From an optimization exercise on the open Yosys and OpenROAD flow, aimed at small area; shortcuts taken in it are not production practice.
At most, simulation tests tie the RTL to the original design; equivalence was not proved.

==> branch tundra: inputs <==
Design mini_fir, start of the top module:
module mini_fir #(
    parameter NUM = 1
)(
    input        clk,
    input        rst_n,
    input  [3:0] i_addr,
    input  [7:0] i_data_wr,
    input        i_wr,
    input        i_rd,
    output [7:0] o_data_rd,
    input  [7:0] i_din,
    output reg [7:0] o_dout
);
wire [7:0] fir_ctrl;
wire [7:0] coeff_00, coeff_01, coeff_02, coeff_03, coeff_04, coeff_05, coeff_06;
wire [7:0] sum_n;
wire       ok;
mini_fir_ctrl u_fir_ctrl (
    .clk        (clk),
    .rst_n      (rst_n),
    .i_addr     (i_addr),
    .i_data_wr  (i_data_wr),
    .i_wr       (i_wr),
    .i_rd       (i_rd),
    .o_data_rd  (o_data_rd),
    .o_fir_ctrl (fir_ctrl),
    .o_coeff_00 (coeff_00),
    .o_coeff_01 (coeff_01),
    .o_coeff_02 (coeff_02),
    .o_coeff_03 (coeff_03),
    .o_coeff_04 (coeff_04),
    .o_coeff_05 (coeff_05),
    .o_coeff_06 (coeff_06)
);
mini_fir_dp u_fir_dp (
    .clk        (clk),
    .i_coeff_00 (coeff_00),
    .i_coeff_01 (coeff_01),
    .i_coeff_02 (coeff_02),
    .i_coeff_03 (coeff_03),
    .i_coeff_04 (coeff_04),
  ...
export LEC_CHECK = 0
export CAP_MARGIN = 20
export CORE_MARGIN = 2
export CORE_UTILIZATION = 65
export CTS_BUF_LIST = sky130_fd_sc_hd__clkbuf_8
export CTS_CLUSTER_DIAMETER = 30
export GPL_TIMING_DRIVEN = 0
export SLEW_MARGIN = 20
export SYNTH_HIERARCHICAL = 1
create_clock -name core_clock -period 5.5 [get_ports {clk}]
standard.sh (not shown) runs the stock make flow with config.mk's settings and CLKGATE_MAP_FILE= SYNTH_SCRIPT=/design/flow/synth_recipe.tcl, a recipe that flattens the netlist after the stock synthesis.
==> flow/flow/run.sh <==
#!/bin/bash
# The standard layout, with two changes:
# - the port buffers are the smallest buffer (sky130_fd_sc_hd__buf_1) instead
#   of ORFS's default choice;
# - clock tree synthesis adds no dummy loads to balance the tree's leaves
#   (the other CTS arguments are the ones ORFS builds from config.mk).
set -euo pipefail
bash standard.sh \
  "BUFFER_PORTS_ARGS=-buffer_cell sky130_fd_sc_hd__buf_1" \
  "CTS_ARGS=-sink_clustering_enable -repair_clock_nets -sink_clustering_max_diameter 30 -buf_list sky130_fd_sc_hd__clkbuf_8 -dont_use_dummy_load" \
  finish > standard.log 2>&1
==> inputs of branch delta, as changes to branch tundra <==
--- a/flow/design.v
+++ b/flow/design.v
@@ -107,18 +107,17 @@
 wire fs358, fc358, fs359, fc359, fs360, fc360, hs6, hc6, fs361, fc361, fs362, fc362;
 wire fs363, fc363, fs364, fc364, fs365, fc365, fs366, fc366, fs367, fc367, fs368, fc368;
 wire fs369, fc369, fs370, fc370, fs371, fc371, fs372, fc372, fs373, fc373, fs374, fc374;
 wire fs375, fc375, fs376, fc376, fs377, fc377, fs378, fc378, fs379, fc379, fs380, fc380;
 wire fs381, fc381, fs382, fc382, fs383, fc383, fs384, fc384, fs385, fc385, fs386, fc386;
 wire fs387, fc387, fs388, fc388, fs389, fc389, fs390, fc390, fs391, fc391, fs392, fc392;
 wire fs393, fc393, fs394, fc394, fs395, fc395, fs396, fc396, fs397, fc397, fs398, fc398;
-wire fs399, fc399, hs7, hc7, hs8, hc8, fs400, fc400, fs401, fc401, fs402, fc402;
-wire fs403, fc403, fs404, fc412, hs9, hc9, lg0, lp0, lg1, lp1, lg2, lp2;
-wire lg3, lp3, lg4, lp4, lg5, lp5, lg6, lp6, lg7, lp7, lc1, lc2;
-wire lc3, lc4, lgg, lpp;
+wire hs7, hc7, hs8, hc8, fs399, fc399, fs400, fc400, fs401, fc401, fs402, fc402;
+wire fs403, fc411, lg0, lp0, lg1, lp1, lg2, lp2, lg3, lp3, lg4, lp4;
+wire lg5, lp5, lg6, lp6, lg7, lp7, lc1, lc2, lc3, lc4, lgg, lpp;
 mini_fir_pp u_p0_0_0 (.a(i_c0[0]), .b(i_x0[0]), .y(p0_0_0));
 mini_fir_pp u_p0_0_1 (.a(i_c0[0]), .b(i_x0[1]), .y(p0_0_1));
 mini_fir_pp u_p0_0_2 (.a(i_c0[0]), .b(i_x0[2]), .y(p0_0_2));
 mini_fir_pp u_p0_0_3 (.a(i_c0[0]), .b(i_x0[3]), .y(p0_0_3));
 mini_fir_pp u_p0_0_4 (.a(i_c0[0]), .b(i_x0[4]), .y(p0_0_4));
 mini_fir_pp u_p0_0_5 (.a(i_c0[0]), .b(i_x0[5]), .y(p0_0_5));
 mini_fir_pp u_p0_0_6 (.a(i_c0[0]), .b(i_x0[6]), .y(p0_0_6));
@@ -964,56 +963,54 @@
 mini_fir_fa u_fa391 (.a(fc367), .b(fs369), .c(fc368), .s(fs391), .co(fc391));
 mini_fir_fa u_fa392 (.a(fc369), .b(fs371), .c(fc370), .s(fs392), .co(fc392));
 mini_fir_fa u_fa393 (.a(fc371), .b(fs373), .c(fc372), .s(fs393), .co(fc393));
 mini_fir_fa u_fa394 (.a(fs375), .b(fc373), .c(fc374), .s(fs394), .co(fc394));
 mini_fir_fa u_fa395 (.a(fs377), .b(fc375), .c(fc376), .s(fs395), .co(fc395));
 mini_fir_fa u_fa396 (.a(fs379), .b(fc377), .c(fs380), .s(fs396), .co(fc396));
 mini_fir_fa u_fa397 (.a(fs381), .b(fc379), .c(fs382), .s(fs397), .co(fc397));
-mini_fir_fa u_fa398 (.a(fc353), .b(fc381), .c(fc382), .s(fs398), .co(fc398));
-mini_fir_fa u_fa399 (.a(p6_0_0), .b(fs319), .c(fs354), .s(fs399), .co(fc399));
+mini_fir_fa u_fa398 (.a(p6_0_0), .b(fs319), .c(fs354), .s(fs398), .co(fc398));
 mini_fir_iha u_ha7 (.a(fs355), .b(fs383), .s(hs7), .co(hc7));
 mini_fir_iha u_ha8 (.a(fc383), .b(fs384), .s(hs8), .co(hc8));
-mini_fir_fa u_fa400 (.a(fc384), .b(fs359), .c(fs385), .s(fs400), .co(fc400));
-mini_fir_fa u_fa401 (.a(fc385), .b(fs386), .c(hs6), .s(fs401), .co(fc401));
-mini_fir_fa u_fa402 (.a(fc386), .b(fs387), .c(fs362), .s(fs402), .co(fc402));
-mini_fir_fa u_fa403 (.a(fc387), .b(fs364), .c(fs388), .s(fs403), .co(fc403));
-mini_fir_fa u_fa404 (.a(fc388), .b(fs389), .c(fs366), .s(fs404), .co(o_a_n[0]));
-mini_fir_fa u_fa405 (.a(fc389), .b(fs368), .c(fs390), .s(o_b_n[0]), .co(o_a_n[1]));
-mini_fir_fa u_fa406 (.a(fs370), .b(fc390), .c(fs391), .s(o_b_n[1]), .co(o_a_n[2]));
-mini_fir_fa u_fa407 (.a(fs372), .b(fc391), .c(fs392), .s(o_b_n[2]), .co(o_a_n[3]));
-mini_fir_fa u_fa408 (.a(fs374), .b(fc392), .c(fs393), .s(o_b_n[3]), .co(o_a_n[4]));
-mini_fir_fa u_fa409 (.a(fs376), .b(fc393), .c(fs394), .s(o_b_n[4]), .co(o_a_n[5]));
-mini_fir_fa u_fa410 (.a(fs378), .b(fc394), .c(fs395), .s(o_b_n[5]), .co(o_a_n[6]));
-mini_fir_fa u_fa411 (.a(fc378), .b(fs396), .c(fc395), .s(o_b_n[6]), .co(o_a_n[7]));
-mini_fir_fa u_fa412 (.a(fc380), .b(fs397), .c(fc396), .s(o_b_n[7]), .co(fc412));
-mini_fir_iha u_ha9 (.a(fc397), .b(fs398), .s(hs9), .co(hc9));
+mini_fir_fa u_fa399 (.a(fc384), .b(fs359), .c(fs385), .s(fs399), .co(fc399));
+mini_fir_fa u_fa400 (.a(fc385), .b(fs386), .c(hs6), .s(fs400), .co(fc400));
+mini_fir_fa u_fa401 (.a(fc386), .b(fs387), .c(fs362), .s(fs401), .co(fc401));
+mini_fir_fa u_fa402 (.a(fc387), .b(fs364), .c(fs388), .s(fs402), .co(fc402));
+mini_fir_fa u_fa403 (.a(fc388), .b(fs389), .c(fs366), .s(fs403), .co(o_a_n[0]));
+mini_fir_fa u_fa404 (.a(fc389), .b(fs368), .c(fs390), .s(o_b_n[0]), .co(o_a_n[1]));
+mini_fir_fa u_fa405 (.a(fs370), .b(fc390), .c(fs391), .s(o_b_n[1]), .co(o_a_n[2]));
+mini_fir_fa u_fa406 (.a(fs372), .b(fc391), .c(fs392), .s(o_b_n[2]), .co(o_a_n[3]));
+mini_fir_fa u_fa407 (.a(fs374), .b(fc392), .c(fs393), .s(o_b_n[3]), .co(o_a_n[4]));
+mini_fir_fa u_fa408 (.a(fs376), .b(fc393), .c(fs394), .s(o_b_n[4]), .co(o_a_n[5]));
+mini_fir_fa u_fa409 (.a(fs378), .b(fc394), .c(fs395), .s(o_b_n[5]), .co(o_a_n[6]));
+mini_fir_fa u_fa410 (.a(fc378), .b(fs396), .c(fc395), .s(o_b_n[6]), .co(o_a_n[7]));
+mini_fir_fa u_fa411 (.a(fc380), .b(fs397), .c(fc396), .s(o_b_n[7]), .co(fc411));
 assign lg0 = 1'b0;
-assign lp0 = ~fs399;
-assign lg1 = (~fc399 & ~hs7);
-assign lp1 = (~fc399 | ~hs7);
+assign lp0 = ~fs398;
+assign lg1 = (~fc398 & ~hs7);
+assign lp1 = (~fc398 | ~hs7);
 assign lg2 = (~hc7 & ~hs8);
 assign lp2 = (~hc7 | ~hs8);
-assign lg3 = (~hc8 & ~fs400);
-assign lp3 = (~hc8 | ~fs400);
-assign lg4 = (~fc400 & ~fs401);
-assign lp4 = (~fc400 | ~fs401);
-assign lg5 = (~fc401 & ~fs402);
-assign lp5 = (~fc401 | ~fs402);
-assign lg6 = (~fc402 & ~fs403);
-assign lp6 = (~fc402 | ~fs403);
-assign lg7 = (~fc403 & ~fs404);
-assign lp7 = (~fc403 | ~fs404);
+assign lg3 = (~hc8 & ~fs399);
+assign lp3 = (~hc8 | ~fs399);
+assign lg4 = (~fc399 & ~fs400);
+assign lp4 = (~fc399 | ~fs400);
+assign lg5 = (~fc400 & ~fs401);
+assign lp5 = (~fc400 | ~fs401);
+assign lg6 = (~fc401 & ~fs402);
+assign lp6 = (~fc401 | ~fs402);
+assign lg7 = (~fc402 & ~fs403);
+assign lp7 = (~fc402 | ~fs403);
 assign lc1 = lg0;
 assign lc2 = lg1 | (lp1 & lc1);
 assign lc3 = lg2 | (lp2 & lc2);
 assign lc4 = lg3 | (lp3 & lc3);
 assign lgg = (lg4 & lp5 & lp6 & lp7) | (lg5 & lp6 & lp7) | (lg6 & lp7) | (lg7);
 assign lpp = lp4 & lp5 & lp6 & lp7;
 assign o_c_n = ~(lgg | (lpp & lc4));
-assign o_hz = fc412 & hs9 & hc9 & fc398;
+assign o_hz = fc411 & fc353 & fc381 & fc382 & fc397;
 endmodule
 module mini_fir_cpa (
     input  [7:0] i_a_n,
     input  [7:0] i_b_n,
     input         i_c_n,
     output [8:0] o_sum_n
 );
- CORE_UTILIZATION: 65 -> 68
==> inputs of branch umber, as changes to branch tundra <==
--- a/flow/design.v
+++ b/flow/design.v
@@ -1,14 +1,13 @@
 module mini_fir_mac (
     input [7:0] i_c0, input [7:0] i_c1, input [7:0] i_c2, input [7:0] i_c3, input [7:0] i_c4, input [7:0] i_c5, input [7:0] i_c6,
     input [7:0] i_x0, input [7:0] i_x1, input [7:0] i_x2, input [7:0] i_x3, input [7:0] i_x4, input [7:0] i_x5, input [7:0] i_x6,
-    output [7:0] o_a_n,
-    output [7:0] o_b_n,
-    output o_c_n,
-    output o_hz
+    output [9:0] o_a_n,
+    output [9:0] o_b_n,
+    output o_c_n
 );
 wire p0_0_0, p0_0_1, p0_0_2, p0_0_3, p0_0_4, p0_0_5, p0_0_6, p0_0_7, p0_1_0, p0_1_1, p0_1_2, p0_1_3;
 wire p0_1_4, p0_1_5, p0_1_6, p0_1_7, p0_2_0, p0_2_1, p0_2_2, p0_2_3, p0_2_4, p0_2_5, p0_2_6, p0_2_7;
 wire p0_3_0, p0_3_1, p0_3_2, p0_3_3, p0_3_4, p0_3_5, p0_3_6, p0_3_7, p0_4_0, p0_4_1, p0_4_2, p0_4_3;
 wire p0_4_4, p0_4_5, p0_4_6, p0_4_7, p0_5_0, p0_5_1, p0_5_2, p0_5_3, p0_5_4, p0_5_5, p0_5_6, p0_5_7;
 wire p0_6_0, p0_6_1, p0_6_2, p0_6_3, p0_6_4, p0_6_5, p0_6_6, p0_6_7, p0_7_0, p0_7_1, p0_7_2, p0_7_3;
 wire p0_7_4, p0_7_5, p0_7_6, p0_7_7, p1_0_0, p1_0_1, p1_0_2, p1_0_3, p1_0_4, p1_0_5, p1_0_6, p1_0_7;
@@ -106,19 +105,18 @@
 wire fs352, fc352, fs353, fc353, fs354, fc354, fs355, fc355, fs356, fc356, fs357, fc357;
 wire fs358, fc358, fs359, fc359, fs360, fc360, hs6, hc6, fs361, fc361, fs362, fc362;
 wire fs363, fc363, fs364, fc364, fs365, fc365, fs366, fc366, fs367, fc367, fs368, fc368;
 wire fs369, fc369, fs370, fc370, fs371, fc371, fs372, fc372, fs373, fc373, fs374, fc374;
 wire fs375, fc375, fs376, fc376, fs377, fc377, fs378, fc378, fs379, fc379, fs380, fc380;
 wire fs381, fc381, fs382, fc382, fs383, fc383, fs384, fc384, fs385, fc385, fs386, fc386;
 wire fs387, fc387, fs388, fc388, fs389, fc389, fs390, fc390, fs391, fc391, fs392, fc392;
-wire fs393, fc393, fs394, fc394, fs395, fc395, fs396, fc396, fs397, fc397, fs398, fc398;
-wire fs399, fc399, hs7, hc7, hs8, hc8, fs400, fc400, fs401, fc401, fs402, fc402;
-wire fs403, fc403, fs404, fc412, hs9, hc9, lg0, lp0, lg1, lp1, lg2, lp2;
-wire lg3, lp3, lg4, lp4, lg5, lp5, lg6, lp6, lg7, lp7, lc1, lc2;
-wire lc3, lc4, lgg, lpp;
+wire fs393, fc393, fs394, fc394, fs395, fc395, fs396, fc396, fs397, fc397, fs398, fs399;
+wire fc399, hs7, hc7, hs8, hc8, fs400, fc400, fs401, fc401, fs402, fc402, fs403;
+wire fc403, fs404, lg0, lp0, lg1, lp1, lg2, lp2, lg3, lp3, lg4, lp4;
+wire lg5, lp5, lg6, lp6, lg7, lp7, lc1, lc2, lc3, lc4, lgg, lpp;
 mini_fir_pp u_p0_0_0 (.a(i_c0[0]), .b(i_x0[0]), .y(p0_0_0));
 mini_fir_pp u_p0_0_1 (.a(i_c0[0]), .b(i_x0[1]), .y(p0_0_1));
 mini_fir_pp u_p0_0_2 (.a(i_c0[0]), .b(i_x0[2]), .y(p0_0_2));
 mini_fir_pp u_p0_0_3 (.a(i_c0[0]), .b(i_x0[3]), .y(p0_0_3));
 mini_fir_pp u_p0_0_4 (.a(i_c0[0]), .b(i_x0[4]), .y(p0_0_4));
 mini_fir_pp u_p0_0_5 (.a(i_c0[0]), .b(i_x0[5]), .y(p0_0_5));
 mini_fir_pp u_p0_0_6 (.a(i_c0[0]), .b(i_x0[6]), .y(p0_0_6));
@@ -964,15 +962,15 @@
 mini_fir_fa u_fa391 (.a(fc367), .b(fs369), .c(fc368), .s(fs391), .co(fc391));
 mini_fir_fa u_fa392 (.a(fc369), .b(fs371), .c(fc370), .s(fs392), .co(fc392));
 mini_fir_fa u_fa393 (.a(fc371), .b(fs373), .c(fc372), .s(fs393), .co(fc393));
 mini_fir_fa u_fa394 (.a(fs375), .b(fc373), .c(fc374), .s(fs394), .co(fc394));
 mini_fir_fa u_fa395 (.a(fs377), .b(fc375), .c(fc376), .s(fs395), .co(fc395));
 mini_fir_fa u_fa396 (.a(fs379), .b(fc377), .c(fs380), .s(fs396), .co(fc396));
 mini_fir_fa u_fa397 (.a(fs381), .b(fc379), .c(fs382), .s(fs397), .co(fc397));
-mini_fir_fa u_fa398 (.a(fc353), .b(fc381), .c(fc382), .s(fs398), .co(fc398));
+mini_fir_fa u_fa398 (.a(fc353), .b(fc381), .c(fc382), .s(fs398), .co(o_b_n[9]));
 mini_fir_fa u_fa399 (.a(p6_0_0), .b(fs319), .c(fs354), .s(fs399), .co(fc399));
 mini_fir_iha u_ha7 (.a(fs355), .b(fs383), .s(hs7), .co(hc7));
 mini_fir_iha u_ha8 (.a(fc383), .b(fs384), .s(hs8), .co(hc8));
 mini_fir_fa u_fa400 (.a(fc384), .b(fs359), .c(fs385), .s(fs400), .co(fc400));
 mini_fir_fa u_fa401 (.a(fc385), .b(fs386), .c(hs6), .s(fs401), .co(fc401));
 mini_fir_fa u_fa402 (.a(fc386), .b(fs387), .c(fs362), .s(fs402), .co(fc402));
 mini_fir_fa u_fa403 (.a(fc387), .b(fs364), .c(fs388), .s(fs403), .co(fc403));
@@ -980,16 +978,16 @@
 mini_fir_fa u_fa405 (.a(fc389), .b(fs368), .c(fs390), .s(o_b_n[0]), .co(o_a_n[1]));
 mini_fir_fa u_fa406 (.a(fs370), .b(fc390), .c(fs391), .s(o_b_n[1]), .co(o_a_n[2]));
 mini_fir_fa u_fa407 (.a(fs372), .b(fc391), .c(fs392), .s(o_b_n[2]), .co(o_a_n[3]));
 mini_fir_fa u_fa408 (.a(fs374), .b(fc392), .c(fs393), .s(o_b_n[3]), .co(o_a_n[4]));
 mini_fir_fa u_fa409 (.a(fs376), .b(fc393), .c(fs394), .s(o_b_n[4]), .co(o_a_n[5]));
 mini_fir_fa u_fa410 (.a(fs378), .b(fc394), .c(fs395), .s(o_b_n[5]), .co(o_a_n[6]));
 mini_fir_fa u_fa411 (.a(fc378), .b(fs396), .c(fc395), .s(o_b_n[6]), .co(o_a_n[7]));
-mini_fir_fa u_fa412 (.a(fc380), .b(fs397), .c(fc396), .s(o_b_n[7]), .co(fc412));
-mini_fir_iha u_ha9 (.a(fc397), .b(fs398), .s(hs9), .co(hc9));
+mini_fir_fa u_fa412 (.a(fc380), .b(fs397), .c(fc396), .s(o_b_n[7]), .co(o_a_n[8]));
+mini_fir_iha u_ha9 (.a(fc397), .b(fs398), .s(o_b_n[8]), .co(o_a_n[9]));
 assign lg0 = 1'b0;
 assign lp0 = ~fs399;
 assign lg1 = (~fc399 & ~hs7);
 assign lp1 = (~fc399 | ~hs7);
 assign lg2 = (~hc7 & ~hs8);
 assign lp2 = (~hc7 | ~hs8);
 assign lg3 = (~hc8 & ~fs400);
@@ -1005,31 +1003,32 @@
 assign lc1 = lg0;
 assign lc2 = lg1 | (lp1 & lc1);
 assign lc3 = lg2 | (lp2 & lc2);
 assign lc4 = lg3 | (lp3 & lc3);
 assign lgg = (lg4 & lp5 & lp6 & lp7) | (lg5 & lp6 & lp7) | (lg6 & lp7) | (lg7);
 assign lpp = lp4 & lp5 & lp6 & lp7;
 assign o_c_n = ~(lgg | (lpp & lc4));
-assign o_hz = fc412 & hs9 & hc9 & fc398;
 endmodule
 module mini_fir_cpa (
-    input  [7:0] i_a_n,
-    input  [7:0] i_b_n,
+    input  [9:0] i_a_n,
+    input  [9:0] i_b_n,
     input         i_c_n,
-    output [8:0] o_sum_n
+    output [10:0] o_sum_n
 );
-wire [7:1] c_n;
+wire [9:1] c_n;
 mini_fir_fa u_fa0 (.a(i_a_n[0]), .b(i_b_n[0]), .c(i_c_n), .s(o_sum_n[0]), .co(c_n[1]));
 mini_fir_fa u_fa1 (.a(i_a_n[1]), .b(i_b_n[1]), .c(c_n[1]), .s(o_sum_n[1]), .co(c_n[2]));
 mini_fir_fa u_fa2 (.a(i_a_n[2]), .b(i_b_n[2]), .c(c_n[2]), .s(o_sum_n[2]), .co(c_n[3]));
 mini_fir_fa u_fa3 (.a(i_a_n[3]), .b(i_b_n[3]), .c(c_n[3]), .s(o_sum_n[3]), .co(c_n[4]));
 mini_fir_fa u_fa4 (.a(i_a_n[4]), .b(i_b_n[4]), .c(c_n[4]), .s(o_sum_n[4]), .co(c_n[5]));
 mini_fir_fa u_fa5 (.a(i_a_n[5]), .b(i_b_n[5]), .c(c_n[5]), .s(o_sum_n[5]), .co(c_n[6]));
 mini_fir_fa u_fa6 (.a(i_a_n[6]), .b(i_b_n[6]), .c(c_n[6]), .s(o_sum_n[6]), .co(c_n[7]));
-mini_fir_fa u_fa7 (.a(i_a_n[7]), .b(i_b_n[7]), .c(c_n[7]), .s(o_sum_n[7]), .co(o_sum_n[8]));
+mini_fir_fa u_fa7 (.a(i_a_n[7]), .b(i_b_n[7]), .c(c_n[7]), .s(o_sum_n[7]), .co(c_n[8]));
+mini_fir_fa u_fa8 (.a(i_a_n[8]), .b(i_b_n[8]), .c(c_n[8]), .s(o_sum_n[8]), .co(c_n[9]));
+mini_fir_fa u_fa9 (.a(i_a_n[9]), .b(i_b_n[9]), .c(c_n[9]), .s(o_sum_n[9]), .co(o_sum_n[10]));
 endmodule
 module mini_fir_pp (input a, input b, output y);
 assign y = ~(a & b);
 endmodule
 module mini_fir_fa (input a, input b, input c, output s, output co);
 assign s  = a ^ b ^ c;
 assign co = (a & b) | (c & (a ^ b));
@@ -1056,35 +1055,34 @@
     input  [7:0] i_din,
     output [7:0] o_sum_n,     
     output       o_ok         
 );
 reg [55:0] x_d;
 always @(posedge clk)
     x_d <= {x_d[47:0], i_din};
-wire [7:0] a_n, b_n;
-wire       c_n, hz;
+wire [9:0] a_n, b_n;
+wire       c_n;
 mini_fir_mac u_mac (
     .i_c0(i_coeff_00), .i_c1(i_coeff_01), .i_c2(i_coeff_02), .i_c3(i_coeff_03),
     .i_c4(i_coeff_04), .i_c5(i_coeff_05), .i_c6(i_coeff_06),
     .i_x0(x_d[55:48]), .i_x1(x_d[47:40]), .i_x2(x_d[39:32]), .i_x3(x_d[31:24]),
     .i_x4(x_d[23:16]), .i_x5(x_d[15:8]), .i_x6(x_d[7:0]),
-    .o_a_n(a_n), .o_b_n(b_n), .o_c_n(c_n), .o_hz(hz)
+    .o_a_n(a_n), .o_b_n(b_n), .o_c_n(c_n)
 );
-reg [7:0] sa_n, sb_n;
-reg       sc_n, shz;
+reg [9:0] sa_n, sb_n;
+reg       sc_n;
 always @(posedge clk) begin
     sa_n <= a_n;
     sb_n <= b_n;
     sc_n <= c_n;
-    shz  <= hz;
 end
-wire [8:0] sum_n;      
+wire [10:0] sum_n;
 mini_fir_cpa u_cpa (.i_a_n(sa_n), .i_b_n(sb_n), .i_c_n(sc_n), .o_sum_n(sum_n));
 assign o_sum_n = sum_n[7:0];
-assign o_ok    = shz & sum_n[8];
+assign o_ok    = &sum_n[10:8];
 endmodule
 module mini_fir_ctrl (
     input        clk,
     input        rst_n,
     input  [3:0] i_addr,
     input  [7:0] i_data_wr,
     input        i_wr,
@@ -1145,29 +1143,28 @@
     end
 end
 endmodule
 module mini_fir_hold (input d_n, input we_n, input q, output y);
 assign y = ~((d_n | we_n) & ~(we_n & q));
 endmodule
 module mini_fir_rdbit (input [7:0] sel, input [7:0] d, output y);
-wire [1:0] t_n;
-wire       u;
+wire [2:0] t_n;
 mini_fir_aoi222 u_t0 (.a(sel[0]), .b(d[0]), .c(sel[1]), .d(d[1]), .e(sel[2]), .f(d[2]), .y(t_n[0]));
 mini_fir_aoi222 u_t1 (.a(sel[3]), .b(d[3]), .c(sel[4]), .d(d[4]), .e(sel[5]), .f(d[5]), .y(t_n[1]));
-mini_fir_nand2 u_u (.a(t_n[0]), .b(t_n[1]), .y(u));
-mini_fir_a221o u_y (.a1(sel[6]), .a2(d[6]), .b1(sel[7]), .b2(d[7]), .c1(u), .x(y));
+mini_fir_aoi22 u_t2 (.a(sel[6]), .b(d[6]), .c(sel[7]), .d(d[7]), .y(t_n[2]));
+mini_fir_nand3 u_or (.a(t_n[0]), .b(t_n[1]), .c(t_n[2]), .y(y));
 endmodule
 module mini_fir_aoi222 (input a, input b, input c, input d, input e, input f, output y);
 assign y = ~((a & b) | (c & d) | (e & f));
 endmodule
-module mini_fir_nand2 (input a, input b, output y);
-assign y = ~(a & b);
+module mini_fir_aoi22 (input a, input b, input c, input d, output y);
+assign y = ~((a & b) | (c & d));
 endmodule
-module mini_fir_a221o (input a1, input a2, input b1, input b2, input c1, output x);
-assign x = (a1 & a2) | (b1 & b2) | c1;
+module mini_fir_nand3 (input a, input b, input c, output y);
+assign y = ~(a & b & c);
 endmodule
 module mini_fir #(
     parameter NUM = 1
 )(
     input        clk,
     input        rst_n,
     input  [3:0] i_addr,
@@ -1213,21 +1210,24 @@
     .o_ok       (ok)
 );
 wire [7:0] dout_nxt, filt;
 wire       en_n = ~fir_ctrl[0];
 genvar b;
 generate
     for (b = 0; b < 8; b = b + 1) begin : g_out
-        mini_fir_nand2 u_filt (.a(ok), .b(sum_n[b]), .y(filt[b]));
-        mini_fir_a22o  u_mux  (.a1(fir_ctrl[0]), .a2(filt[b]), .b1(en_n), .b2(i_din[b]), .x(dout_nxt[b]));
+        mini_fir_a21oi u_filt (.a1(ok), .a2(sum_n[b]), .b1(en_n), .y(filt[b]));
+        mini_fir_a21o  u_mux  (.a1(en_n), .a2(i_din[b]), .b1(filt[b]), .x(dout_nxt[b]));
     end
 endgenerate
 always @(posedge clk or negedge rst_n) begin
     if (~rst_n)
         o_dout <= 8'd0;
     else
         o_dout <= dout_nxt;
 end
 endmodule
-module mini_fir_a22o (input a1, input a2, input b1, input b2, output x);
-assign x = (a1 & a2) | (b1 & b2);
+module mini_fir_a21oi (input a1, input a2, input b1, output y);
+assign y = ~((a1 & a2) | b1);
+endmodule
+module mini_fir_a21o (input a1, input a2, input b1, output x);
+assign x = (a1 & a2) | b1;
 endmodule
- PLACE_DENSITY: unset -> 0.75
==> notes <==
Core utilization: branch delta > branch umber > branch tundra. The highest routed wire length belongs to branch delta, the lowest to branch umber. Between branch tundra and branch umber, the lower fmax is in branch umber (gap 0.53%, measured against branch umber). Sequential cell count is the same in branch delta and branch tundra. Between branch tundra and branch delta, the lower setup slack is in branch delta (gap 0.0065 ns). Via count, lowest first: branch tundra, branch umber, branch delta. Clock skew, lowest first: branch tundra, branch umber, branch delta. Cell count: branch umber is larger than branch delta (about 0.9%).
No functional check of the RTL was part of branch tundra.

## static timing again, ports no longer ideal
No port has a modelled driver above. Below, the same layouts with a new extraction and two added sets of constraints.
Step 1 sets driving cells, clkbuf_16 on the clock port and buf_2 on the other inputs (assumed; they add their load-dependent delay and slew).
Step 2 also shifts input and output timing later by t, the mid clock arrival at the registers, as if the neighbouring blocks saw the same clock.
Slacks: no drivers / after step 1 / after step 2; pairs: no drivers / after step 1.
| run | t (ns) | setup WS [ns] | cell pins on the clock port's net |
|---|---|---|---|
| branch tundra | 0.497 | 0.141 / 0.141 / 0.141 | 1 |
| branch delta | 0.506 | 0.135 / 0.135 / 0.135 | 1 |
| branch umber | 0.499 | 0.113 / 0.113 / 0.113 | 1 |
After both steps every run listed still meets setup and hold.
